This is an optimization exercise on Yosys and OpenROAD, whose aim is small area and a short achievable clock period, not a production implementation.
In this exercise RTL edits were held to simulation tests only and were not proved equivalent to the original.
No activity file was given, so power comes from the tool's default toggle rates.

Setup of job 6243:
Design top, start of the top module:
module top(data_in,clk,interrupt,reset,data_out,
           pm_addr,pm_rdata,dm_en,dm_we,dm_addr,dm_wdata,dm_rdata);
Size: about 680 flip-flops, roughly 130 I/O pins.
export LEC_CHECK = 0
export CAP_MARGIN = 20
export CORE_MARGIN = 2
export CORE_UTILIZATION = 40
export SLEW_MARGIN = 20
create_clock -name core_clock -period 25.0 [get_ports {clk}]
standard.sh (not shown) runs the stock make flow with config.mk's settings and CLKGATE_MAP_FILE= SYNTH_SCRIPT=/design/flow/synth_recipe.tcl, a recipe that flattens the netlist after the stock synthesis.
==> flow/flow/run.sh <==
#!/bin/bash
# Own layout flow: the standard ORFS flow, with
#  * the standard synthesis, except that the final ABC mapping uses
#    flow/abc_map.script (area-recovering mapping) instead of ORFS's speed
#    script; registers are mapped before ABC, so they are the standard ones;
#  * port buffers of a faster cell;
#  * a clock tree of mid-size buffers without dummy loads;
#  * a setup-repair margin, so that repair_timing works below the clock period.
# make's output is in make_standard.log, each step's log in orfs/logs/.
set -euo pipefail
cd "$(dirname "$0")/.."
W=$(pwd)
{
  cat <<'EOT'
# Use the flow's own ABC script for the technology mapping.
proc abc {args} {
  set i [lsearch -exact $args -script]
  if {$i >= 0} { lset args [expr {$i + 1}] $::env(OWN_ABC_SCRIPT) }
  yosys abc {*}$args
}
EOT
  cat synth_recipe.tcl
} > own_synth.tcl
export OWN_ABC_SCRIPT=$W/flow/abc_map.script
bash standard.sh \
  "SYNTH_SCRIPT=$W/own_synth.tcl" \
  "BUFFER_PORTS_ARGS=-buffer_cell sky130_fd_sc_hd__buf_2" \
  "CTS_ARGS=-sink_clustering_enable -repair_clock_nets -buf_list sky130_fd_sc_hd__clkbuf_8 -sink_clustering_size 24 -dont_use_dummy_load" \
  "SETUP_SLACK_MARGIN=9" \
  finish > make_standard.log 2>&1
==> flow/flow/abc_map.script <==
&get -n
&st
&dch -f
&nf -R 1000
&st
&dch -f
&nf -R 1000
&put
buffer -c
topo
stime -c
upsize -c
dnsize -c
### job 6243 -> job 4848
==> flow/flow/run.sh <==
#!/bin/bash
# Own layout flow: the standard ORFS flow (standard synthesis unchanged),
# with port buffers of a faster cell, a clock tree of mid-size buffers
# without dummy loads, and a setup-repair margin so that repair_timing
# works below the clock period. Each step's log is in orfs/logs/.
set -euo pipefail
cd "$(dirname "$0")/.."
bash standard.sh \
  "BUFFER_PORTS_ARGS=-buffer_cell sky130_fd_sc_hd__buf_2" \
  "CTS_ARGS=-sink_clustering_enable -repair_clock_nets -buf_list sky130_fd_sc_hd__clkbuf_8 -sink_clustering_size 24 -dont_use_dummy_load" \
  "SETUP_SLACK_MARGIN=12" \
  finish > make_standard.log 2>&1
removed: flow/flow/abc_map.script
==> comparison <==
Job 4848: done, clean on timing, DRC and antenna
Compared with job 6243, job 4848 shows a lower met1 routing resource usage after global routing.
Summary of job 4848 over job 6243: sum of internal, switching and leakage power decreased by 700 uW relative to the old numbers; number of buffers created by CTS has decreased; wire length of the first global-routing pass increased about 5%; worst slew slack as a fraction of its limit went up by 5.0 points.
Job 6243 -> job 4848: maximum clock insertion buffer count delta 0, exact match
Of job 6243 and job 4848, the run reporting the higher least setup slack across all paths after layout was job 6243.
[diff] internal power summed over all cells, job 4848 relative to job 6243: improvement
Across both runs, fraction of area in multi-input gates was higher for job 4848 than for job 6243.
Job 6243 → job 4848: xor/xnor cell area share of the yosys netlist flat, share of the clock period used by the worst path after layout up 2.3 points.
Edits applied to the flow inputs when going from job 4848 to job 2009:
diff --git a/flow/flow/run.sh b/flow/flow/run.sh
--- a/flow/flow/run.sh
+++ b/flow/flow/run.sh
@@ -9,4 +9,4 @@
   "BUFFER_PORTS_ARGS=-buffer_cell sky130_fd_sc_hd__buf_2" \
   "CTS_ARGS=-sink_clustering_enable -repair_clock_nets -buf_list sky130_fd_sc_hd__clkbuf_8 -sink_clustering_size 24 -dont_use_dummy_load" \
-  "SETUP_SLACK_MARGIN=12" \
+  "SETUP_SLACK_MARGIN=9" \
   finish > make_standard.log 2>&1
### Flow results
- Job 2009 has completed all stages; timing, DRC and antenna checks passed.
- Job 4848 and job 2009 ended up with nearly the same headroom to the max-slew limit.
- | post-route standard cell area excluding fillers | job 4848 vs job 2009 | ≈ equal |
- Job 2009 vs job 4848: worst-case reg-to-reg path depth up
- Comparing job 2009 with job 4848, the number of vias after detailed routing came out essentially unchanged.
- There was hardly any difference in global routing met1 resource utilization between job 4848 and job 2009.


build 37:
top, a different RTL version from the one above (not shown whole).
Size in the first run: about 130 I/O pins, ~37000 sq um of cells after synthesis.
export LEC_CHECK = 0
export CAP_MARGIN = 20
export CORE_MARGIN = 2
export CORE_UTILIZATION = 40
export SLEW_MARGIN = 20
create_clock -name core_clock -period 25.0 [get_ports {clk}]
==> flow/flow/run.sh <==
#!/bin/bash
# Own layout flow: the standard ORFS flow, with
#  * the standard synthesis, except that the final ABC mapping uses
#    flow/abc_map.script (area-recovering mapping) instead of ORFS's speed
#    script; registers are mapped before ABC, so they are the standard ones;
#  * port buffers of the smallest buffer cell (repair sizes the critical ones);
#  * a higher core utilization;
#  * a clock tree of mid-size buffers without dummy loads;
#  * a setup-repair margin, so that repair_timing works below the clock period.
# make's output is in make_standard.log, each step's log in orfs/logs/.
set -euo pipefail
cd "$(dirname "$0")/.."
W=$(pwd)
{
  cat <<'EOT'
# Use the flow's own ABC script for the technology mapping.
proc abc {args} {
  set i [lsearch -exact $args -script]
  if {$i >= 0} { lset args [expr {$i + 1}] $::env(OWN_ABC_SCRIPT) }
  yosys abc {*}$args
}
EOT
  cat synth_recipe.tcl
} > own_synth.tcl
export OWN_ABC_SCRIPT=$W/flow/abc_map.script
bash standard.sh \
  "SYNTH_SCRIPT=$W/own_synth.tcl" \
  "BUFFER_PORTS_ARGS=-buffer_cell sky130_fd_sc_hd__buf_1" \
  "CTS_ARGS=-sink_clustering_enable -repair_clock_nets -buf_list sky130_fd_sc_hd__clkbuf_8 -sink_clustering_size 12 -sink_clustering_max_diameter 60 -dont_use_dummy_load" \
  "SETUP_SLACK_MARGIN=12" \
  "CORE_UTILIZATION=55" \
  finish > make_standard.log 2>&1
==> flow/flow/abc_map.script <==
&get -n
&st
&dch -f
&nf -R 1000
&st
&dch -f
&nf -R 1000
&put
Build 37 did not stop at any stage, and its layout met the timing, design-rule and antenna checks.
diff inputs: build 37 => build 12
diff --git a/flow/flow/run.sh b/flow/flow/run.sh
--- a/flow/flow/run.sh
+++ b/flow/flow/run.sh
@@ -9 +9,2 @@
-#  * a setup-repair margin, so that repair_timing works below the clock period.
+#  * a setup-repair margin, so that repair_timing works below the clock period,
+#    on the worst 5% of the endpoints.
@@ -30,0 +32 @@
+  "TNS_END_PERCENT=5" \
[summary]
- Of build 37 and build 12, the lower first-pass iteration count of the detailed router belongs to build 12.
- Relative to build 37, final net count has decreased by about 1% in build 12.
- Power share of the combinational group down 3.7 points in build 12 wrt build 37
- From build 37 to build 12 the numbers moved as follows: post-layout minimum cycle time rose 0.24 ns; simple-gate portion of the synthesized area shows no meaningful change; arrival time reported for the critical path endpoint saw an increase; final non-filler cell total now smaller.
Input changes introduced in build 30 (baseline for comparison: build 12):
diff --git a/flow/flow/run.sh b/flow/flow/run.sh
--- a/flow/flow/run.sh
+++ b/flow/flow/run.sh
@@ -9,2 +9 @@
-#  * a setup-repair margin, so that repair_timing works below the clock period,
-#    on the worst 5% of the endpoints.
+#  * a setup-repair margin, so that repair_timing works below the clock period.
@@ -32,2 +31 @@
-  "TNS_END_PERCENT=5" \
-  "CORE_UTILIZATION=55" \
+  "CORE_UTILIZATION=50" \
==> flow/flow/abc_map.script <==
&get -n
&st
&dc2
&dch -f
&nf -R 1000
&st
&dch -f
&nf -R 1000
&put
Notes after the runs:
Final cycle utilization of the critical path: lower on build 30. In build 30, synthesized netlist net count is lower than in build 12. Against build 12 as the reference, build 30 delivers a higher synthesis-to-finish area growth. Build 30 — headroom to the max-slew limit 5.3 points higher, build 12 as reference. Register-to-register slack (lower): build 12. On sequential logic power, build 12 tracks build 30 almost exactly. Compared with build 12, in build 30 met1 usage in global routing fell 4.0 points; reported max-cap violation count about even; final standard cell area without fillers rose 3.4%. In build 30, the clock-net power came out about 0.8% below the value in build 12.
[inputs] build 83 vs build 30
diff --git a/flow/flow/run.sh b/flow/flow/run.sh
--- a/flow/flow/run.sh
+++ b/flow/flow/run.sh
@@ -9 +9,2 @@
-#  * a setup-repair margin, so that repair_timing works below the clock period.
+#  * a setup-repair margin, so that repair_timing works below the clock period,
+#    on the worst 5% of the endpoints.
@@ -30,0 +32 @@
+  "TNS_END_PERCENT=5" \
==> run notes <==
Build 30 -> build 83: detailed-placement wirelength estimate decreased slightly. Lower share of final-layout standard cells stronger than drive strength 1 goes to build 83 over build 30. Total met2 wirelength after detailed routing of build 83 exceeds that of build 30 slightly. Transition time at the pin with the least slew margin on build 83 is down relative to build 30.

-- re-timing with driven ports --
No port has a modelled driver above. Below, the same layouts with a new extraction and two added sets of constraints. Step 1 (the two cells are an assumption about what drives the block):
set clk [get_ports {clk}]
set_driving_cell -lib_cell sky130_fd_sc_hd__clkbuf_16 $clk
set_driving_cell -lib_cell sky130_fd_sc_hd__buf_2 [delete_from_list [all_inputs] $clk]
Step 2 moves the port delays by t, midway between the first and last clock arrival at a register: inputs arrive t later, outputs are due t later. That takes back most of the time a late clock gives input paths. Three values: no drivers, after step 1, after step 2; two values: the first two.
run	t (ns)	setup slack, ns	worst hold slack (ns)	worst setup path after step 2	slew at the worst register clock pin (ns)
job 6243	0.794	8.501 / 8.357 / 8.357	0.402 / 0.402 / 0.402	input to output	0.07 / 0.07
job 4848	0.804	7.915 / 7.823 / 7.823	0.416 / 0.416 / 0.416	input to output	0.07 / 0.07
job 2009	0.804	7.844 / 7.727 / 7.727	0.420 / 0.420 / 0.420	input to output	0.07 / 0.07
build 37	0.718	9.037 / 8.926 / 8.926	0.405 / 0.405 / 0.405	input to output	0.09 / 0.09
build 12	0.740	8.799 / 8.686 / 8.686	0.400 / 0.400 / 0.400	input to output	0.09 / 0.09
build 30	0.729	8.959 / 8.827 / 8.827	0.402 / 0.402 / 0.402	input to output	0.09 / 0.09
build 83	0.731	8.927 / 8.842 / 8.842	0.405 / 0.405 / 0.405	input to output	0.09 / 0.09
After both steps every run listed still meets setup and hold. The setup slack of job 6243, which loses most, moves by -0.144 ns with the drivers and by -0.144 ns with both steps.
